From an optimization exercise on the open Yosys and OpenROAD flow, aimed at small area; shortcuts taken in it are not production practice. Only simulation tests tie the RTL to the original design; equivalence was not proved. No activity file was given, so power comes from the tool's default toggle rates.

### run.sh
#!/bin/bash
# synth_recipe.tcl (not shown) runs the flow's synth.tcl, then flattens the netlist and writes it again
# the make line also repeats each setting of config.mk as NAME=value (left out here)
make -C /OpenROAD-flow-scripts/flow DESIGN_CONFIG=/design/flow/config.mk WORK_HOME=/design/flow/orfs CLKGATE_MAP_FILE= SYNTH_SCRIPT=/design/flow/synth_recipe.tcl finish
### config.mk
export PLATFORM = sky130hd
export DESIGN_NAME = NV_NVDLA_NOCIF_DRAM_READ_ig
export DESIGN_NICKNAME = NV_NVDLA_NOCIF_DRAM_READ_ig
export VERILOG_FILES = /design/flow/design.v
export SDC_FILE = /design/flow/constraint.sdc
export NUM_CORES = 4
export LEC_CHECK = 0
export CAP_MARGIN = 20
export CORE_MARGIN = 2
export CORE_UTILIZATION = 40
export SLEW_MARGIN = 20
### constraint.sdc
create_clock -name core_clock -period 6.0 [get_ports {nvdla_core_clk}]
set_input_delay 1.2000 -clock core_clock [delete_from_list [all_inputs] [get_ports {nvdla_core_clk}]]
set_output_delay 1.2000 -clock core_clock [all_outputs]
set_load 0.01 [all_outputs]
### design.v
module NV_NVDLA_NOCIF_DRAM_READ_ig (
   nvdla_core_clk
  ,nvdla_core_rstn
  ,pwrbus_ram_pd
  ,eg2ig_axi_vld
  ,client02mcif_lat_fifo_depth
  ,client02mcif_rd_cdt_lat_fifo_pop
  ,client02mcif_rd_req_valid
  ,client02mcif_rd_req_ready
  ,client02mcif_rd_req_pd
  ,client02mcif_rd_wt
  ,client02mcif_rd_axid
  ,client12mcif_lat_fifo_depth
  ,client12mcif_rd_cdt_lat_fifo_pop
  ,client12mcif_rd_req_valid
  ,client12mcif_rd_req_ready
  ,client12mcif_rd_req_pd
  ,client12mcif_rd_wt
  ,client12mcif_rd_axid
  ,client22mcif_lat_fifo_depth
  ,client22mcif_rd_cdt_lat_fifo_pop
  ,client22mcif_rd_req_valid
  ,client22mcif_rd_req_ready
  ,client22mcif_rd_req_pd
  ,client22mcif_rd_wt
  ,client22mcif_rd_axid
  ,client32mcif_lat_fifo_depth
  ,client32mcif_rd_cdt_lat_fifo_pop
  ,client32mcif_rd_req_valid
  ,client32mcif_rd_req_ready
  ,client32mcif_rd_req_pd
  ,client32mcif_rd_wt
  ,client32mcif_rd_axid
  ,client42mcif_lat_fifo_depth
  ,client42mcif_rd_cdt_lat_fifo_pop
  ,client42mcif_rd_req_valid
  ,client42mcif_rd_req_ready
  ,client42mcif_rd_req_pd
  ,client42mcif_rd_wt
  ,client42mcif_rd_axid
  ,client52mcif_lat_fifo_depth
  ,client52mcif_rd_cdt_lat_fifo_pop
  ,client52mcif_rd_req_valid
  ,client52mcif_rd_req_ready
  ,client52mcif_rd_req_pd
  ,client52mcif_rd_wt
  ,client52mcif_rd_axid
  ,client62mcif_lat_fifo_depth
  ,client62mcif_rd_cdt_lat_fifo_pop
  ,client62mcif_rd_req_valid
  ,client62mcif_rd_req_ready
  ,client62mcif_rd_req_pd
  ,client62mcif_rd_wt
  ,client62mcif_rd_axid
  ,client72mcif_lat_fifo_depth
  ,client72mcif_rd_cdt_lat_fifo_pop
  ,client72mcif_rd_req_valid
  ,client72mcif_rd_req_ready
  ,client72mcif_rd_req_pd
  ,client72mcif_rd_wt
  ,client72mcif_rd_axid
  ,reg2dp_rd_os_cnt
  ,cq_wr_pd
  ,cq_wr_pvld
  ,cq_wr_prdy
  ,cq_wr_thread_id
  ,mcif2noc_axi_ar_araddr
  ,mcif2noc_axi_ar_arready
  ,mcif2noc_axi_ar_arid
  ,mcif2noc_axi_ar_arlen
  ,mcif2noc_axi_ar_arvalid
);
input         nvdla_core_clk;
input         nvdla_core_rstn;
input  [31:0] pwrbus_ram_pd;
input         eg2ig_axi_vld;
input  [7:0]  client02mcif_lat_fifo_depth;
input         client02mcif_rd_cdt_lat_fifo_pop;
input         client02mcif_rd_req_valid;
output        client02mcif_rd_req_ready;
input  [46:0] client02mcif_rd_req_pd;
input  [7:0]  client02mcif_rd_wt;
input  [3:0]  client02mcif_rd_axid;
input  [7:0]  client12mcif_lat_fifo_depth;
input         client12mcif_rd_cdt_lat_fifo_pop;
input         client12mcif_rd_req_valid;
output        client12mcif_rd_req_ready;
input  [46:0] client12mcif_rd_req_pd;
input  [7:0]  client12mcif_rd_wt;
input  [3:0]  client12mcif_rd_axid;
input  [7:0]  client22mcif_lat_fifo_depth;
input         client22mcif_rd_cdt_lat_fifo_pop;
input         client22mcif_rd_req_valid;
output        client22mcif_rd_req_ready;
input  [46:0] client22mcif_rd_req_pd;
input  [7:0]  client22mcif_rd_wt;
input  [3:0]  client22mcif_rd_axid;
input  [7:0]  client32mcif_lat_fifo_depth;
input         client32mcif_rd_cdt_lat_fifo_pop;
input         client32mcif_rd_req_valid;
output        client32mcif_rd_req_ready;
input  [46:0] client32mcif_rd_req_pd;
input  [7:0]  client32mcif_rd_wt;
input  [3:0]  client32mcif_rd_axid;
input  [7:0]  client42mcif_lat_fifo_depth;
input         client42mcif_rd_cdt_lat_fifo_pop;
input         client42mcif_rd_req_valid;
output        client42mcif_rd_req_ready;
input  [46:0] client42mcif_rd_req_pd;
input  [7:0]  client42mcif_rd_wt;
input  [3:0]  client42mcif_rd_axid;
input  [7:0]  client52mcif_lat_fifo_depth;
input         client52mcif_rd_cdt_lat_fifo_pop;
input         client52mcif_rd_req_valid;
output        client52mcif_rd_req_ready;
input  [46:0] client52mcif_rd_req_pd;
input  [7:0]  client52mcif_rd_wt;
input  [3:0]  client52mcif_rd_axid;
input  [7:0]  client62mcif_lat_fifo_depth;
input         client62mcif_rd_cdt_lat_fifo_pop;
input         client62mcif_rd_req_valid;
output        client62mcif_rd_req_ready;
input  [46:0] client62mcif_rd_req_pd;
input  [7:0]  client62mcif_rd_wt;
input  [3:0]  client62mcif_rd_axid;
input  [7:0]  client72mcif_lat_fifo_depth;
input         client72mcif_rd_cdt_lat_fifo_pop;
input         client72mcif_rd_req_valid;
output        client72mcif_rd_req_ready;
input  [46:0] client72mcif_rd_req_pd;
input  [7:0]  client72mcif_rd_wt;
input  [3:0]  client72mcif_rd_axid;
input  [7:0]  reg2dp_rd_os_cnt;
output [6:0]  cq_wr_pd;
output        cq_wr_pvld;
input         cq_wr_prdy;
output [3:0]  cq_wr_thread_id;
output [31:0] mcif2noc_axi_ar_araddr;
input         mcif2noc_axi_ar_arready;
output [7:0]  mcif2noc_axi_ar_arid;
output [3:0]  mcif2noc_axi_ar_arlen;
output        mcif2noc_axi_ar_arvalid;
wire clk  = nvdla_core_clk;
wire rstn = nvdla_core_rstn;
wire [7:0] gnt;
wire [7:0] src_vld;
wire [7:0] a_sv;
wire [7:0] wt_nz;
wire [29:0] a_pd0, a_sd0;
wire [29:0] a_pd1, a_sd1;
wire [29:0] a_pd2, a_sd2;
wire [29:0] a_pd3, a_sd3;
wire [29:0] a_pd4, a_sd4;
wire [29:0] a_pd5, a_sd5;
wire [29:0] a_pd6, a_sd6;
wire [29:0] a_pd7, a_sd7;
NV_NVDLA_NOCIF_DRAM_READ_IG_client u_client0 (
   .clk(clk), .rstn(rstn)
  ,.req_valid(client02mcif_rd_req_valid), .req_ready(client02mcif_rd_req_ready), .req_pd(client02mcif_rd_req_pd)
  ,.lat_fifo_pop(client02mcif_rd_cdt_lat_fifo_pop), .lat_fifo_depth(client02mcif_lat_fifo_depth)
  ,.gnt(gnt[0]), .src_vld(src_vld[0]), .a_sv(a_sv[0]), .a_pd(a_pd0), .a_sd(a_sd0)
);
assign wt_nz[0] = |client02mcif_rd_wt;
NV_NVDLA_NOCIF_DRAM_READ_IG_client u_client1 (
   .clk(clk), .rstn(rstn)
  ,.req_valid(client12mcif_rd_req_valid), .req_ready(client12mcif_rd_req_ready), .req_pd(client12mcif_rd_req_pd)
  ,.lat_fifo_pop(client12mcif_rd_cdt_lat_fifo_pop), .lat_fifo_depth(client12mcif_lat_fifo_depth)
  ,.gnt(gnt[1]), .src_vld(src_vld[1]), .a_sv(a_sv[1]), .a_pd(a_pd1), .a_sd(a_sd1)
);
assign wt_nz[1] = |client12mcif_rd_wt;
NV_NVDLA_NOCIF_DRAM_READ_IG_client u_client2 (
   .clk(clk), .rstn(rstn)
  ,.req_valid(client22mcif_rd_req_valid), .req_ready(client22mcif_rd_req_ready), .req_pd(client22mcif_rd_req_pd)
  ,.lat_fifo_pop(client22mcif_rd_cdt_lat_fifo_pop), .lat_fifo_depth(client22mcif_lat_fifo_depth)
  ,.gnt(gnt[2]), .src_vld(src_vld[2]), .a_sv(a_sv[2]), .a_pd(a_pd2), .a_sd(a_sd2)
);
assign wt_nz[2] = |client22mcif_rd_wt;
NV_NVDLA_NOCIF_DRAM_READ_IG_client u_client3 (
   .clk(clk), .rstn(rstn)
  ,.req_valid(client32mcif_rd_req_valid), .req_ready(client32mcif_rd_req_ready), .req_pd(client32mcif_rd_req_pd)
  ,.lat_fifo_pop(client32mcif_rd_cdt_lat_fifo_pop), .lat_fifo_depth(client32mcif_lat_fifo_depth)
  ,.gnt(gnt[3]), .src_vld(src_vld[3]), .a_sv(a_sv[3]), .a_pd(a_pd3), .a_sd(a_sd3)
);
assign wt_nz[3] = |client32mcif_rd_wt;
NV_NVDLA_NOCIF_DRAM_READ_IG_client u_client4 (
   .clk(clk), .rstn(rstn)
  ,.req_valid(client42mcif_rd_req_valid), .req_ready(client42mcif_rd_req_ready), .req_pd(client42mcif_rd_req_pd)
  ,.lat_fifo_pop(client42mcif_rd_cdt_lat_fifo_pop), .lat_fifo_depth(client42mcif_lat_fifo_depth)
  ,.gnt(gnt[4]), .src_vld(src_vld[4]), .a_sv(a_sv[4]), .a_pd(a_pd4), .a_sd(a_sd4)
);
assign wt_nz[4] = |client42mcif_rd_wt;
NV_NVDLA_NOCIF_DRAM_READ_IG_client u_client5 (
   .clk(clk), .rstn(rstn)
  ,.req_valid(client52mcif_rd_req_valid), .req_ready(client52mcif_rd_req_ready), .req_pd(client52mcif_rd_req_pd)
  ,.lat_fifo_pop(client52mcif_rd_cdt_lat_fifo_pop), .lat_fifo_depth(client52mcif_lat_fifo_depth)
  ,.gnt(gnt[5]), .src_vld(src_vld[5]), .a_sv(a_sv[5]), .a_pd(a_pd5), .a_sd(a_sd5)
);
assign wt_nz[5] = |client52mcif_rd_wt;
NV_NVDLA_NOCIF_DRAM_READ_IG_client u_client6 (
   .clk(clk), .rstn(rstn)
  ,.req_valid(client62mcif_rd_req_valid), .req_ready(client62mcif_rd_req_ready), .req_pd(client62mcif_rd_req_pd)
  ,.lat_fifo_pop(client62mcif_rd_cdt_lat_fifo_pop), .lat_fifo_depth(client62mcif_lat_fifo_depth)
  ,.gnt(gnt[6]), .src_vld(src_vld[6]), .a_sv(a_sv[6]), .a_pd(a_pd6), .a_sd(a_sd6)
);
assign wt_nz[6] = |client62mcif_rd_wt;
NV_NVDLA_NOCIF_DRAM_READ_IG_client u_client7 (
   .clk(clk), .rstn(rstn)
  ,.req_valid(client72mcif_rd_req_valid), .req_ready(client72mcif_rd_req_ready), .req_pd(client72mcif_rd_req_pd)
  ,.lat_fifo_pop(client72mcif_rd_cdt_lat_fifo_pop), .lat_fifo_depth(client72mcif_lat_fifo_depth)
  ,.gnt(gnt[7]), .src_vld(src_vld[7]), .a_sv(a_sv[7]), .a_pd(a_pd7), .a_sd(a_sd7)
);
assign wt_nz[7] = |client72mcif_rd_wt;
reg  [7:0] wrr_gnt;
reg  [7:0] wt_left;
wire       gnt_busy;
wire [7:0] req = src_vld & wt_nz;
wire       stay = (wt_left != 8'd0) & (|(req & wrr_gnt));
wire [7:0] above = ~((wrr_gnt << 1) - 8'd1);    
wire [7:0] req_hi = req & above;
wire [7:0] req_rr = (|req_hi) ? req_hi : req;
wire [7:0] pick = req_rr & (~req_rr + 8'd1);
wire [7:0] gnt_pre = stay ? wrr_gnt : pick;
wire [7:0] wt_pick = ({8{pick[0]}} & client02mcif_rd_wt) | ({8{pick[1]}} & client12mcif_rd_wt) | ({8{pick[2]}} & client22mcif_rd_wt) | ({8{pick[3]}} & client32mcif_rd_wt) | ({8{pick[4]}} & client42mcif_rd_wt) | ({8{pick[5]}} & client52mcif_rd_wt) | ({8{pick[6]}} & client62mcif_rd_wt) | ({8{pick[7]}} & client72mcif_rd_wt);
wire [7:0] wt_left_nxt = (stay ? wt_left : wt_pick) - 8'd1;
assign gnt = gnt_busy ? 8'd0 : gnt_pre;
always @(posedge clk or negedge rstn) begin
  if (!rstn) begin
    wrr_gnt <= 8'd0;
    wt_left <= 8'd0;
  end else if (!gnt_busy & (|req)) begin
    wrr_gnt <= gnt_pre;
    wt_left <= wt_left_nxt;
  end
end
wire [29:0] arb_burst =
    ({30{gnt[0] & !a_sv[0]}} & a_pd0) | ({30{gnt[0] & a_sv[0]}} & a_sd0)
  | ({30{gnt[1] & !a_sv[1]}} & a_pd1) | ({30{gnt[1] & a_sv[1]}} & a_sd1)
  | ({30{gnt[2] & !a_sv[2]}} & a_pd2) | ({30{gnt[2] & a_sv[2]}} & a_sd2)
  | ({30{gnt[3] & !a_sv[3]}} & a_pd3) | ({30{gnt[3] & a_sv[3]}} & a_sd3)
  | ({30{gnt[4] & !a_sv[4]}} & a_pd4) | ({30{gnt[4] & a_sv[4]}} & a_sd4)
  | ({30{gnt[5] & !a_sv[5]}} & a_pd5) | ({30{gnt[5] & a_sv[5]}} & a_sd5)
  | ({30{gnt[6] & !a_sv[6]}} & a_pd6) | ({30{gnt[6] & a_sv[6]}} & a_sd6)
  | ({30{gnt[7] & !a_sv[7]}} & a_pd7) | ({30{gnt[7] & a_sv[7]}} & a_sd7);
wire [3:0] arb_axid =
    ({4{gnt[0]}} & client02mcif_rd_axid)
  | ({4{gnt[1]}} & client12mcif_rd_axid)
  | ({4{gnt[2]}} & client22mcif_rd_axid)
  | ({4{gnt[3]}} & client32mcif_rd_axid)
  | ({4{gnt[4]}} & client42mcif_rd_axid)
  | ({4{gnt[5]}} & client52mcif_rd_axid)
  | ({4{gnt[6]}} & client62mcif_rd_axid)
  | ({4{gnt[7]}} & client72mcif_rd_axid);
wire arb_vld = |gnt;
reg s1_pv, s2_pv, s2_sv;
reg [33:0] s1_pd, s2_pd, s2_sd;
wire cmd_rdy;
wire s2_ready_bc = !(s2_pv & s2_sv);
wire s1_ready_bc = s2_ready_bc | !s1_pv;
assign gnt_busy = !s1_ready_bc;
wire s2_catch = s2_pv & !s2_sv & !cmd_rdy;
always @(posedge clk or negedge rstn) begin
  if (!rstn) begin
    s1_pv <= 1'b0;
    s2_pv <= 1'b0;
    s2_sv <= 1'b0;
  end else begin
    s1_pv <= s1_ready_bc ? arb_vld : 1'b1;
    s2_pv <= s2_ready_bc ? s1_pv : 1'b1;
    s2_sv <= s2_sv ? !cmd_rdy : s2_catch;
  end
end
always @(posedge clk) begin
  if (s1_ready_bc & arb_vld) s1_pd <= {arb_axid, arb_burst};
  if (s2_ready_bc & s1_pv)   s2_pd <= s1_pd;
  if (s2_catch)              s2_sd <= s2_pd;
end
wire        cmd_vld = s2_pv | s2_sv;
wire [33:0] cmd_pd  = s2_sv ? s2_sd : s2_pd;
wire [3:0]  cmd_axid  = cmd_pd[33:30];
wire        cmd_ltran = cmd_pd[0];
reg        eg_d;
reg  [8:0] os_cnt;
reg        c_sv, c_pv;
reg [32:0] c_sd, c_pd;    
wire [9:0] os_inp_nxt = {1'b0, os_cnt} + {9'd0, cmd_vld} - {9'd0, eg_d};
wire       os_full = os_inp_nxt > ({2'b0, reg2dp_rd_os_cnt} + 10'd1);
wire       axi_cmd_rdy = !c_sv;
assign     cmd_rdy = axi_cmd_rdy & cq_wr_prdy & !os_full;
wire       axi_cmd_vld = cmd_vld & cq_wr_prdy & !os_full;
wire       os_add = axi_cmd_vld & axi_cmd_rdy;
wire       c_ready_bc = mcif2noc_axi_ar_arready | !c_pv;
wire       c_catch = axi_cmd_vld & !c_sv & !c_ready_bc;
wire       c_sp_vld = c_sv | axi_cmd_vld;
wire [32:0] cmd_ar = {cmd_axid, cmd_pd[29:1]};
always @(posedge clk or negedge rstn) begin
  if (!rstn) begin
    eg_d   <= 1'b0;
    os_cnt <= 9'd0;
    c_sv   <= 1'b0;
    c_pv   <= 1'b0;
  end else begin
    eg_d   <= eg2ig_axi_vld;
    os_cnt <= os_cnt + {8'd0, os_add} - {8'd0, eg_d};
    c_sv   <= c_sv ? !c_ready_bc : c_catch;
    c_pv   <= c_ready_bc ? c_sp_vld : 1'b1;
  end
end
always @(posedge clk) begin
  if (c_catch)                c_sd <= cmd_ar;
  if (c_ready_bc & c_sp_vld)  c_pd <= c_sv ? c_sd : cmd_ar;
end
assign cq_wr_pvld = cmd_vld & axi_cmd_rdy & !os_full;
assign cq_wr_pd   = {2'b00, cmd_ltran, 4'b0000};
assign cq_wr_thread_id = (cmd_axid == 4'd8) ? 4'd0 : (cmd_axid == 4'd9) ? 4'd1 :
                         (cmd_axid == 4'd3) ? 4'd2 : (cmd_axid == 4'd2) ? 4'd3 :
                         (cmd_axid == 4'd1) ? 4'd4 : (cmd_axid == 4'd5) ? 4'd5 :
                         (cmd_axid == 4'd6) ? 4'd6 : (cmd_axid == 4'd4) ? 4'd7 : 4'd0;
assign mcif2noc_axi_ar_arvalid = c_pv;
assign mcif2noc_axi_ar_arid    = {4'b0000, c_pd[32:29]};
assign mcif2noc_axi_ar_araddr  = {c_pd[28:0], 3'b000};
assign mcif2noc_axi_ar_arlen   = 4'b0000;
endmodule
module NV_NVDLA_NOCIF_DRAM_READ_IG_client (
   clk
  ,rstn
  ,req_valid
  ,req_ready
  ,req_pd
  ,lat_fifo_pop
  ,lat_fifo_depth
  ,gnt
  ,src_vld
  ,a_sv
  ,a_pd
  ,a_sd
  );
input         clk;
input         rstn;
input         req_valid;
output        req_ready;
input  [46:0] req_pd;
input         lat_fifo_pop;
input  [7:0]  lat_fifo_depth;
input         gnt;
output        src_vld;
output        a_sv;
output [29:0] a_pd;    
output [29:0] a_sd;
reg p1_pv, p1_sv, p2_sv, p2_pv;
wire ready_bc1 = !(p1_pv & p1_sv);
wire push      = ready_bc1 & req_valid;
wire in_rdy_p  = !p2_sv;
wire catch1    = p1_pv & !p1_sv & !in_rdy_p;
wire in_vld_p  = p1_pv | p1_sv;
wire in_rdy;
wire ready_bc2 = in_rdy | !p2_pv;
wire catch2    = in_vld_p & !p2_sv & !ready_bc2;
wire sp_vld    = p2_sv | in_vld_p;
wire hd_load   = ready_bc2 & sp_vld;
assign req_ready = ready_bc1;
always @(posedge clk or negedge rstn) begin
  if (!rstn) begin
    p1_pv <= 1'b0;
    p1_sv <= 1'b0;
    p2_sv <= 1'b0;
    p2_pv <= 1'b0;
  end else begin
    p1_pv <= ready_bc1 ? req_valid : 1'b1;
    p1_sv <= p1_sv ? !in_rdy_p : catch1;
    p2_sv <= p2_sv ? !ready_bc2 : catch2;
    p2_pv <= ready_bc2 ? sp_vld : 1'b1;
  end
end
reg [2:0] wp, rp;    
always @(posedge clk or negedge rstn) begin
  if (!rstn) begin
    wp <= 3'b001;
    rp <= 3'b001;
  end else begin
    if (push)    wp <= {wp[1:0], wp[2]};
    if (hd_load) rp <= {rp[1:0], rp[2]};
  end
end
wire [43:0] in_d = {req_pd[46:32], req_pd[31:3]};    
reg  [43:0] s0, s1, s2;
always @(posedge clk) begin
  if (push & wp[0]) s0 <= in_d;
  if (push & wp[1]) s1 <= in_d;
  if (push & wp[2]) s2 <= in_d;
end
wire [43:0] q_out = ({44{rp[0]}} & s0) | ({44{rp[1]}} & s1) | ({44{rp[2]}} & s2);
reg [28:0] hd_addr;
reg [14:0] hd_rem;
wire ltran = (hd_rem == 15'd0);
reg [7:0] lat_cnt;
reg       lat_dec;
wire req_enable = (lat_fifo_depth == 8'd0) | (lat_fifo_depth != lat_cnt);
wire a_ready_bc;
wire req_vld = req_enable & p2_pv;
wire accept  = req_vld & a_ready_bc;
assign in_rdy = req_enable & a_ready_bc & ltran;
wire adv = accept & !ltran;
always @(posedge clk) begin
  if (hd_load) begin
    hd_addr <= q_out[28:0];
    hd_rem  <= q_out[43:29];
  end else if (adv) begin
    hd_addr <= hd_addr + 29'd1;
    hd_rem  <= hd_rem - 15'd1;
  end
end
always @(posedge clk or negedge rstn) begin
  if (!rstn) begin
    lat_dec <= 1'b0;
    lat_cnt <= 8'd0;
  end else begin
    lat_dec <= lat_fifo_pop;
    lat_cnt <= lat_cnt + {7'd0, accept & (lat_fifo_depth != 8'd0)} - {7'd0, lat_dec};
  end
end
reg a_pv, a_sv_r;
reg [29:0] a_pd_r, a_sd_r;
assign a_ready_bc = !(a_pv & a_sv_r);
wire a_catch = a_pv & !a_sv_r & !gnt;
always @(posedge clk or negedge rstn) begin
  if (!rstn) begin
    a_pv   <= 1'b0;
    a_sv_r <= 1'b0;
  end else begin
    a_pv   <= a_ready_bc ? req_vld : 1'b1;
    a_sv_r <= a_sv_r ? !gnt : a_catch;
  end
end
always @(posedge clk) begin
  if (accept)  a_pd_r <= {hd_addr, ltran};
  if (a_catch) a_sd_r <= a_pd_r;
end
assign src_vld = a_pv | a_sv_r;
assign a_sv = a_sv_r;
assign a_pd = a_pd_r;
assign a_sd = a_sd_r;
endmodule
==> insert_results.sql, run 1 <==
INSERT INTO impl_metrics (metric_group, metric, value, unit) VALUES
('timing', 'final.period_utilization', '0.958', ''),
('critical_path', 'worstSetupPathType', 'reg -> out', ''),
('cts', 'tritoncts', 'yes', ''),
('cts', 'clock_transition_at_the_registers_of_the_reported_paths', '70', 'ps'),
('synth', 'netlist-cell-type-count', '76', ''),
('finish', 'postLayoutCellArea', '0.109', 'mm²'),
('grt', 'pin_count_of_the_biggest_net_entering_global_routing', '102', ''),
('floorplanning', 'die_height', '483', 'µm'),
('finish', 'finish.net_count', '7348', ''),
('power', 'worst_ir_drop_vdd', '310', 'µV'),
('grt', 'global_route.overflow_total', '0', ''),
('cts', 'clockBufferDepth', '3', ''),
('finish', 'area.growth.synth_to_final', '18.9', '%'),
('timing', 'setup_total_negative_slack', '0', 'ps'),
('timing', 'skew', '56.4', 'ps'),
('route', 'drt-total-wl', '234000', 'µm'),
('timing', 'period_minus_slack', '5750', 'ps'),
('placed_design', 'gp_routability_congestion', '0.877', ''),
('route', 'avgViaCountPerCell', '5.42', ''),
('timing', 'slew_headroom', '0.254', ''),
('timing', 'grt_setup_unrepaired', 'false', ''),
('timing', 'worst_pin_slew', '1120', 'ps'),
('route', 'drt_first_iter_violations', '5900', ''),
('route', 'count_of_tritonroute_iterations_in_the_first_routing_pass', '7', ''),
('route', 'detail_route.wl_per_cell', '23.7', 'µm'),
('critical_path', 'reg2reg_depth', '29', ''),
('floorplanning', 'rows', '175', ''),
('synth', 'synthMostInstantiatedCell', 'sky130_fd_sc_hd__edfxtp_1', ''),
('power', 'static_leakage', '38.5', 'nW'),
('grt', 'number_of_global_route_vias_before_repair', '53200', ''),
('synth', 'async_reset_ff_frac', '0.0882', ''),
('cts', 'cts-htree-levels', '4', ''),
('power', 'power_density', '422', 'mW/mm²'),
('route', 'num_vias', '53600', ''),
('critical_path', 'startpoint_type_of_the_worst_setup_path', 'flop', ''),
('grt', 'grt_util_all_layers', '0.196', ''),
('cts', 'cts_hold_repair.buffers', '0', ''),
('synth', 'netlist_top_cells_count', '2,056 x sky130_fd_sc_hd__edfxtp_1, 482 x sky130_fd_sc_hd__nand2_1, 386 x sky130_fd_sc_hd__o21ai_0, 356 x sky130_fd_sc_hd__a222oi_1, 294 x sky130_fd_sc_hd__xnor2_1', ''),
('synth', 'netlist_area', '0.0917', 'mm²'),
('timing', 'finalHoldViolCount', '0', ''),
('floorplanning', 'start_util', '0.403', ''),
('placed_design', 'placement.cell_area', '0.101', 'mm²'),
('synth', 'synth-seq-area-share', '0.728', ''),
('timing', 'report.final.slew_viol_count', '0', ''),
('floorplanning', 'io_pins', '662', ''),
('cts', 'cts_buffers', '230', ''),
('finish', 'fillerInstances', '19500', ''),
('synth', 'syn_area_per_cell', '15.3', 'µm²'),
('synth', 'synth_enable_flop_cells', '2056', ''),
('grt', 'grt_pass1_wl', '343000', 'µm'),
('min_path', 'min-delay-path-class', 'in -> async', ''),
('synth', 'synthesized_instance_count', '5985', ''),
('cts', 'cts.root.buffer_cell', 'sky130_fd_sc_hd__clkbuf_16', ''),
('timing', 'maxClockFrequency', '174', 'MHz'),
('cts', 'clock_sinks', '2255', ''),
('synth', 'ys.flop_type', 'sky130_fd_sc_hd__edfxtp_1', ''),
('floorplanning', 'core_region_area', '0.228', 'mm²'),
('critical_path', 'timing.critical_path.arrival', '4550', 'ps'),
('synth', 'ffs_latches_synth', '2255', ''),
('synth', 'yosysWarningCount', '2', ''),
('floorplanning', 'floorplan.die_area', '0.233', 'mm²'),
('synth', 'netlist_top_cells_area', 'sky130_fd_sc_hd__edfxtp_1 67%, sky130_fd_sc_hd__dfrtp_1 5.0%, sky130_fd_sc_hd__a222oi_1 3.9%, sky130_fd_sc_hd__mux2i_1 2.9%, sky130_fd_sc_hd__xnor2_1 2.8%', ''),
('floorplanning', 'die_w', '483', 'µm'),
('cts', 'clk_latency_worst_skew_pair', '870', 'ps'),
('synth', 'synth_area_leader_cell', 'sky130_fd_sc_hd__edfxtp_1', ''),
('critical_path', 'worstPathMaxFanout', '3', ''),
('route', 'route.antenna.remaining_nets', '0', ''),
('placed_design', 'hpwlAfterDp', '160000', 'µm'),
('critical_path', 'timing.critical_path.to_type', 'output port', ''),
('timing', 'setup_violations', '0', ''),
('grt', 'number_of_antenna_violations_at_the_first_check_in_global_routing', '83', ''),
('critical_path', 'worst-endpoint-required', '4800', 'ps'),
('power', 'design_power_total', '46.0', 'mW'),
('critical_path', 'setup.reg_to_reg.worst_slack', '780', 'ps'),
('run', 'max_cap_violations', '0', ''),
('placed_design', 'port_buffers', '587', ''),
('route', 'post-route-drc-count', '0', ''),
('finish', 'fraction_of_layout_instances_using_a_drive_strength_above_1', '0.0978', ''),
('synth', 'post-synth-top-area-fraction', '0.673', ''),
('run_status', 'status', 'no timing/DRC/antenna violations', '');
[per-stage QoR]
stage | util | worst slack [ps] | hold slack, ps | std cells
3_3_place_gp | 0.445 | 61.7 | 401 | 9409
4_1_cts | 0.479 | 17.7 | 277 | 9845
6_report | 0.479 | 253 | 264 | 9872
3_5_place_dp | 0.445 | 114 | 405 | 9409
2_1_floorplan | - | 26.9 | 400 | 6002
5_1_grt | 0.479 | 7.48 | 271 | 9859
[layout by cell type (no fill, tap or decap), types with 18 or more instances in the layout]
cell type                         Yosys  final
sky130_fd_sc_hd__edfxtp_1          2056   2056
sky130_fd_sc_hd__clkdlybuf4s50_1      0    585
sky130_fd_sc_hd__nand2_1            482    482
sky130_fd_sc_hd__o21ai_0            386    378
sky130_fd_sc_hd__a222oi_1           356    356
sky130_fd_sc_hd__xnor2_1            294    294
sky130_fd_sc_hd__mux2i_1            270    270
sky130_fd_sc_hd__clkbuf_16            0    231
sky130_fd_sc_hd__inv_1              192    187
sky130_fd_sc_hd__nor2_1             166    165
sky130_fd_sc_hd__dfrtp_1            183    165
sky130_fd_sc_hd__xor2_1             153    153
sky130_fd_sc_hd__nand3_1            121    121
sky130_fd_sc_hd__buf_4               19    111
sky130_fd_sc_hd__a21oi_1            111    109
sky130_fd_sc_hd__ha_1               105    103
sky130_fd_sc_hd__mux2_2              90     90
sky130_fd_sc_hd__nor3_1              73     73
sky130_fd_sc_hd__o22ai_1             69     68
sky130_fd_sc_hd__nor4_1              63     61
sky130_fd_sc_hd__clkbuf_1           260     60
sky130_fd_sc_hd__nand4_1             58     58
sky130_fd_sc_hd__a21o_1              59     53
sky130_fd_sc_hd__clkinv_2             0     48
sky130_fd_sc_hd__and3_1              63     39
sky130_fd_sc_hd__clkinv_1             1     35
sky130_fd_sc_hd__o22a_1              30     30
sky130_fd_sc_hd__nand2b_1            27     27
sky130_fd_sc_hd__o21bai_1            26     25
sky130_fd_sc_hd__diode_2              0     23
sky130_fd_sc_hd__and3_2               0     21
sky130_fd_sc_hd__or4_1               19     19
sky130_fd_sc_hd__bufinv_16            0     19
sky130_fd_sc_hd__o21a_1              18     18
sky130_fd_sc_hd__conb_1               1     18
sky130_fd_sc_hd__dfrtp_2              0     18
[power breakdown]
group	internal (mW)	leakage [nW]	switching, mW
clock network	8.14	3.70	6.12
registers	19.8	20.7	1.33
logic	4.37	14.0	6.24
total	32.3	38.5	13.7
[layout make-up]
cell class,count,area (µm²),share of cell area
multi-input cells,3253,23400,0.214
repair buffers,702,6790,0.0622
inverters,194,728,0.00668
clock inverters,129,1360,0.0125
flip-flops and latches,2255,66800,0.612
clock buffers,307,6230,0.0571
diodes,23,57.6,0.000528
well taps,3009,3760,0.0345
[what timing repair did]
item | CTS | global route
resized for setup | 4 | 4
setup endpoints to repair | 1 | 1
setup buffers | 0 | 4
pin swaps | 0 | 2
hold endpoints to repair | 0 | 0
[metal layers]
metal / track usage / part of all wire
met2: 0.311 / 0.47
met1: 0.263 / 0.42
met4: 0.0626 / 0.030
met5: 0 / 0.0029
met3: 0.0518 / 0.077
[worst max-delay path: stages, from the launching register on]
cell and delay, ps:
sky130_fd_sc_hd__dfrtp_1 350, sky130_fd_sc_hd__inv_1 50, sky130_fd_sc_hd__ha_1 280, sky130_fd_sc_hd__inv_1 70, sky130_fd_sc_hd__ha_2 180, sky130_fd_sc_hd__inv_1 50, sky130_fd_sc_hd__fa_1 500, sky130_fd_sc_hd__inv_1 70
sky130_fd_sc_hd__ha_4 210, sky130_fd_sc_hd__nor2b_1 120, sky130_fd_sc_hd__o21a_1 160, sky130_fd_sc_hd__o21a_1 160, sky130_fd_sc_hd__o21a_1 160, sky130_fd_sc_hd__o21a_1 160, sky130_fd_sc_hd__o21a_1 160, sky130_fd_sc_hd__o21a_1 160
sky130_fd_sc_hd__o21a_1 180, sky130_fd_sc_hd__o22ai_2 210, sky130_fd_sc_hd__and2_4 180, sky130_fd_sc_hd__and3_1 160, sky130_fd_sc_hd__buf_2 130
[final timing paths]
check | from | end
min reg2reg | s1_pd[13] | s2_pd[13]
max reg2reg | os_cnt[0] | os_cnt[6]
min in group core_clock | s1_pd[13] | s2_pd[13]
min | nvdla_core_rstn | u_client2.lat_cnt[7]
max in group asynchronous | nvdla_core_rstn | u_client6.rp[2]
max | os_cnt[0] | cq_wr_pvld
[logic make-up after synthesis]
logic type,Yosys count,share of synthesized area
AOI/OAI and AO/OA,1164,0.0921
and+or+nand+nor,1149,0.0592
muxes,360,0.0405
adders and majority gates,115,0.0165
buffers and inverters,494,0.0214
other,1,0.0000409
xor gates and xnor gates,447,0.0427
DFF,2255,0.728
==> run 2, diff against run 1 <==
==> flow/run.sh (new file) <==
#!/bin/bash
# Standard ORFS layout, with smaller port buffers and a coarser clock tree
# without dummy loads. Each tool's output goes to its own log here.
cp standard.sh standard_sh.txt
cp config.mk config_mk.txt
export BUFFER_PORTS_ARGS="-buffer_cell sky130_fd_sc_hd__buf_1"
export CTS_ARGS="-sink_clustering_enable -repair_clock_nets -dont_use_dummy_load"
bash standard.sh > standard.log 2>&1
==> standard.sh (new file) <==
#!/bin/bash
# synth_recipe.tcl (not shown) runs the flow's synth.tcl, then flattens the netlist and writes it again
# the make line also repeats each setting of config.mk as NAME=value (left out here)
make -C /OpenROAD-flow-scripts/flow DESIGN_CONFIG=/design/flow/config.mk WORK_HOME=/design/flow/orfs CLKGATE_MAP_FILE= SYNTH_SCRIPT=/design/flow/synth_recipe.tcl "${@:-finish}"
--- a/config.mk
+++ b/config.mk
@@ -7,5 +7,6 @@
 export LEC_CHECK = 0
 export CAP_MARGIN = 20
 export CORE_MARGIN = 2
-export CORE_UTILIZATION = 40
+export CORE_UTILIZATION = 65
+export PLACE_DENSITY = 0.75
 export SLEW_MARGIN = 20
removed: run.sh
==> run 2 against run 1 <==
Critical path type unchanged. Register-to-register slack got worse by 40 ps. Cell count decreased by 14%. Power decreased by 7.4%. Synthesized area unchanged. Utilization increased by 25 points. Routed wire length decreased by 9.2%. Design area decreased by 6.7%. Setup slack improved by 1.1 ps. Via count increased by 0.51%.
==> insert_results.sql, run 2 <==
INSERT INTO impl_metrics (metric_group, metric, value, unit) VALUES
('run_status', 'status', 'no timing/DRC/antenna violations', ''),
('timing', 'slew_headroom', '0.256', ''),
('cts', 'tritoncts', 'yes', ''),
('floorplanning', 'die_w', '380', 'µm'),
('finish', 'fraction_of_layout_instances_using_a_drive_strength_above_1', '0.0788', ''),
('route', 'detail_route.wl_per_cell', '25.0', 'µm'),
('timing', 'report.final.slew_viol_count', '0', ''),
('critical_path', 'startpoint_type_of_the_worst_setup_path', 'flop', ''),
('timing', 'period_minus_slack', '5750', 'ps'),
('timing', 'setup_violations', '0', ''),
('critical_path', 'timing.critical_path.to_type', 'output port', ''),
('synth', 'synthesized_instance_count', '5985', ''),
('timing', 'final.period_utilization', '0.958', ''),
('critical_path', 'timing.critical_path.arrival', '4550', 'ps'),
('timing', 'setup_total_negative_slack', '0', 'ps'),
('floorplanning', 'rows', '137', ''),
('synth', 'netlist_area', '0.0917', 'mm²'),
('floorplanning', 'die_height', '380', 'µm'),
('cts', 'post_cts_buffers', '0', ''),
('min_path', 'min-delay-path-class', 'in -> async', ''),
('floorplanning', 'core_region_area', '0.140', 'mm²'),
('finish', 'final_cell_mix', '2,056 x sky130_fd_sc_hd__edfxtp_1, 585 x sky130_fd_sc_hd__buf_1, 482 x sky130_fd_sc_hd__nand2_1', ''),
('synth', 'synthMostInstantiatedCell', 'sky130_fd_sc_hd__edfxtp_1', ''),
('synth', 'synth-seq-area-share', '0.728', ''),
('critical_path', 'worstPathMaxFanout', '5', ''),
('route', 'route.antenna.remaining_nets', '0', ''),
('grt', 'global_route.overflow_total', '0', ''),
('critical_path', 'cp_slowest_stage_delay', '490', 'ps'),
('synth', 'synth_area_leader_cell', 'sky130_fd_sc_hd__edfxtp_1', ''),
('power', 'design_power_total', '42.6', 'mW'),
('route', 'avgViaCountPerCell', '6.33', ''),
('finish', 'layout_commonest_cell', 'sky130_fd_sc_hd__edfxtp_1', ''),
('timing', 'skew', '77.8', 'ps'),
('critical_path', 'r2r_start', 'eg_d', ''),
('synth', 'netlist_top_cells_count', '2,056 x sky130_fd_sc_hd__edfxtp_1, 482 x sky130_fd_sc_hd__nand2_1, 386 x sky130_fd_sc_hd__o21ai_0, 356 x sky130_fd_sc_hd__a222oi_1, 294 x sky130_fd_sc_hd__xnor2_1', ''),
('route', 'drt-total-wl', '213000', 'µm'),
('grt', 'grt_pass1_wl', '319000', 'µm'),
('route', 'num_vias', '53800', ''),
('synth', 'synth_enable_flop_cells', '2056', ''),
('run', 'max_cap_violations', '0', ''),
('critical_path', 'path_common_cell', 'sky130_fd_sc_hd__o21a_1', ''),
('finish', 'area.growth.synth_to_final', '10.9', '%'),
('grt', 'pin_count_of_the_biggest_net_entering_global_routing', '97', ''),
('timing', 'worst_pin_slew', '1110', 'ps'),
('synth', 'post-synth-top-area-fraction', '0.673', ''),
('finish', 'fillerInstances', '8996', ''),
('route', 'count_of_tritonroute_iterations_in_the_first_routing_pass', '14', ''),
('cts', 'cts-resized-gates', '0', ''),
('floorplanning', 'floorplan.die_area', '0.144', 'mm²'),
('cts', 'clock_transition_at_the_registers_of_the_reported_paths', '60', 'ps'),
('route', 'post-route-drc-count', '0', ''),
('cts', 'cts.root.buffer_cell', 'sky130_fd_sc_hd__clkbuf_16', ''),
('critical_path', 'setup.reg_to_reg.worst_slack', '740', 'ps'),
('critical_path', 'timing.critical_path.slowest_stage_cell', 'sky130_fd_sc_hd__fa_1', ''),
('synth', 'syn_area_per_cell', '15.3', 'µm²'),
('synth', 'ys.flop_type', 'sky130_fd_sc_hd__edfxtp_1', ''),
('placed_design', 'placement.setup.worst_slack', '438', 'ps'),
('synth', 'netlist-cell-type-count', '76', ''),
('timing', 'grt_setup_unrepaired', 'false', ''),
('synth', 'yosysWarningCount', '2', ''),
('critical_path', 'worstReg2RegEnd', 'os_cnt[6]', ''),
('grt', 'grt_util_all_layers', '0.291', ''),
('floorplanning', 'start_util', '0.656', ''),
('synth', 'netlist_top_cells_area', 'sky130_fd_sc_hd__edfxtp_1 67%, sky130_fd_sc_hd__dfrtp_1 5.0%, sky130_fd_sc_hd__a222oi_1 3.9%, sky130_fd_sc_hd__mux2i_1 2.9%, sky130_fd_sc_hd__xnor2_1 2.8%', ''),
('power', 'worst_ir_drop_vdd', '359', 'µV'),
('placed_design', 'hpwlAfterDp', '146000', 'µm'),
('power', 'static_leakage', '35.7', 'nW'),
('route', 'drt_first_iter_violations', '6957', ''),
('power', 'power_density', '419', 'mW/mm²'),
('cts', 'cts-htree-levels', '4', ''),
('placed_design', 'port_buffers', '587', ''),
('cts', 'cts_buffers', '213', ''),
('timing', 'finalHoldViolCount', '0', ''),
('cts', 'clock_sinks', '2255', ''),
('finish', 'final_core_utilization', '0.728', ''),
('critical_path', 'worst-endpoint-required', '4800', 'ps'),
('placed_design', 'gp_routability_congestion', '0.965', ''),
('floorplanning', 'io_pins', '662', ''),
('cts', 'clk_latency_worst_skew_pair', '830', 'ps'),
('finish', 'finish.net_count', '7322', ''),
('timing', 'postLayoutSetupSlackWorst', '254', 'ps'),
('grt', 'number_of_global_route_vias_before_repair', '53200', ''),
('timing', 'maxClockFrequency', '174', 'MHz'),
('critical_path', 'worstSetupPathType', 'reg -> out', ''),
('cts', 'clockBufferDepth', '3', ''),
('synth', 'ffs_latches_synth', '2255', ''),
('critical_path', 'reg2reg_depth', '28', ''),
('synth', 'async_reset_ff_frac', '0.0882', ''),
('critical_path', 'critical_path.cell_chain', 'ha_1 -> inv_1 -> ha_1 -> inv_1 -> fa_1 -> inv_1 -> ha_1 -> nor2b_1 -> o21a_1 -> o21a_1 -> o21a_1 -> o21a_1 -> o21a_1 -> o21a_1 -> o21a_1 -> o22ai_2 -> and2_4 -> and3_1 -> clkbuf_2', ''),
('grt', 'number_of_antenna_violations_at_the_first_check_in_global_routing', '46', ''),
('cts', 'cts_hold_repair.buffers', '0', '');
## run 2: changes by cell type in the layout (fill, tap and decap cells not counted), sizes merged
cell           before  now
bufinv             19    0
buf               117  691
clkdlybuf4s50     585    0
clkbuf            307  215
clkinvlp            8    0
inv               200  189
clkinv             96    5
## run 2: worst max-delay path by stage
stage	startpoint	end	slack, ps	cells past startpoint
after floorplan	client32mcif_rd_wt[4]	u_client2.a_sd_r[0]	30	10
after global placement	reg2dp_rd_os_cnt[0]	os_cnt[6]	440	25
final	eg_d	cq_wr_pvld	250	19
after detailed placement	reg2dp_rd_os_cnt[0]	os_cnt[6]	440	25
after global routing	eg_d	cq_wr_pvld	10	19
after CTS	eg_d	cq_wr_pvld	20	19
## run 2: routing by layer
layer  part of all wire  vias up  global-route usage
met3              0.081      371              0.0600
li1                   -    24500                   -
met4              0.034       40               0.100
met1               0.39    26700               0.391
met2               0.49     2178               0.479
met5             0.0012        -                   0
## run 2: cells by family after synthesis
logic type	Yosys count	share of synthesized area
DFF	2255	0.728
AOI/OAI and AO/OA	1164	0.0921
and+or+nand+nor	1149	0.0592
buffers and inverters	494	0.0214
xor gates and xnor gates	447	0.0427
muxes	360	0.0405
adders and majority gates	115	0.0165
other	1	0.0000409
## run 2: worst max-delay path, delay by kind of cell, from the launching register on
| kind | cells | cell delay [ps] |
|---|---|---|
| adder cells (fa/ha/maj) | 4 | 1220 |
| flip-flops | 1 | 390 |
| AO/OA/AOI/OAI | 8 | 1310 |
| buffers and inverters | 4 | 300 |
| AND/OR/NAND/NOR | 3 | 510 |
## run 2: report_power, final
group / total, mW / internal (mW) / switching, mW
clock: 11.3 / 6.17 / 5.10
combinational: 10.3 / 3.97 / 6.29
sequential: 21.1 / 19.8 / 1.27
## run 2: area by class of cell
class | count | area [µm²] | area share
Tap cell | 1876 | 2350 | 0.0231
Multi-Input combinational cell | 3253 | 23400 | 0.230
Inverter | 194 | 728 | 0.00716
Sequential cell | 2255 | 66800 | 0.656
Clock buffer | 213 | 5330 | 0.0524
Timing Repair Buffer | 693 | 3130 | 0.0308
Antenna cell | 23 | 57.6 | 0.000566
## run 2: per-stage QoR
stage               std cells  cell area [µm²]  hold WS (ps)
finish                   8507           102000           410
CTS                      8479           102000           375
floorplan                6002            91800           400
detailed placement       8266            96200           405
global route             8499           102000           414
global placement         8265            96200           405

## afterwards: timing with drivers on the ports
In the flow no input, the clock included, has a driving cell. The finished layouts below were timed again as built, in two steps.
Step 1, drivers: a clkbuf_16 drives nvdla_core_clk and a buf_2 each remaining input, both assumed.
Step 2 adds t to the input delays and takes it off the output delays; t is the mean of the earliest and latest rising clock arrival at the registers after step 1. Input paths then give back, and output paths get back, about the clock's delay inside the block.
a / b / c = ideal ports / drivers / drivers and shift; a / b = the first two.
| run | t (ns) | setup WS [ns] | clock arrival spread, ns |
|---|---|---|---|
| run 1 | 0.940 | 0.253 / 0.160 / 0.134 | 0.058 / 0.058 |
| run 2 | 0.876 | 0.254 / 0.173 / 0.365 | 0.078 / 0.078 |
After both steps every run listed still meets setup and hold. The setup slack of run 1, which loses most, moves by -0.093 ns with the drivers and by -0.119 ns with both steps.
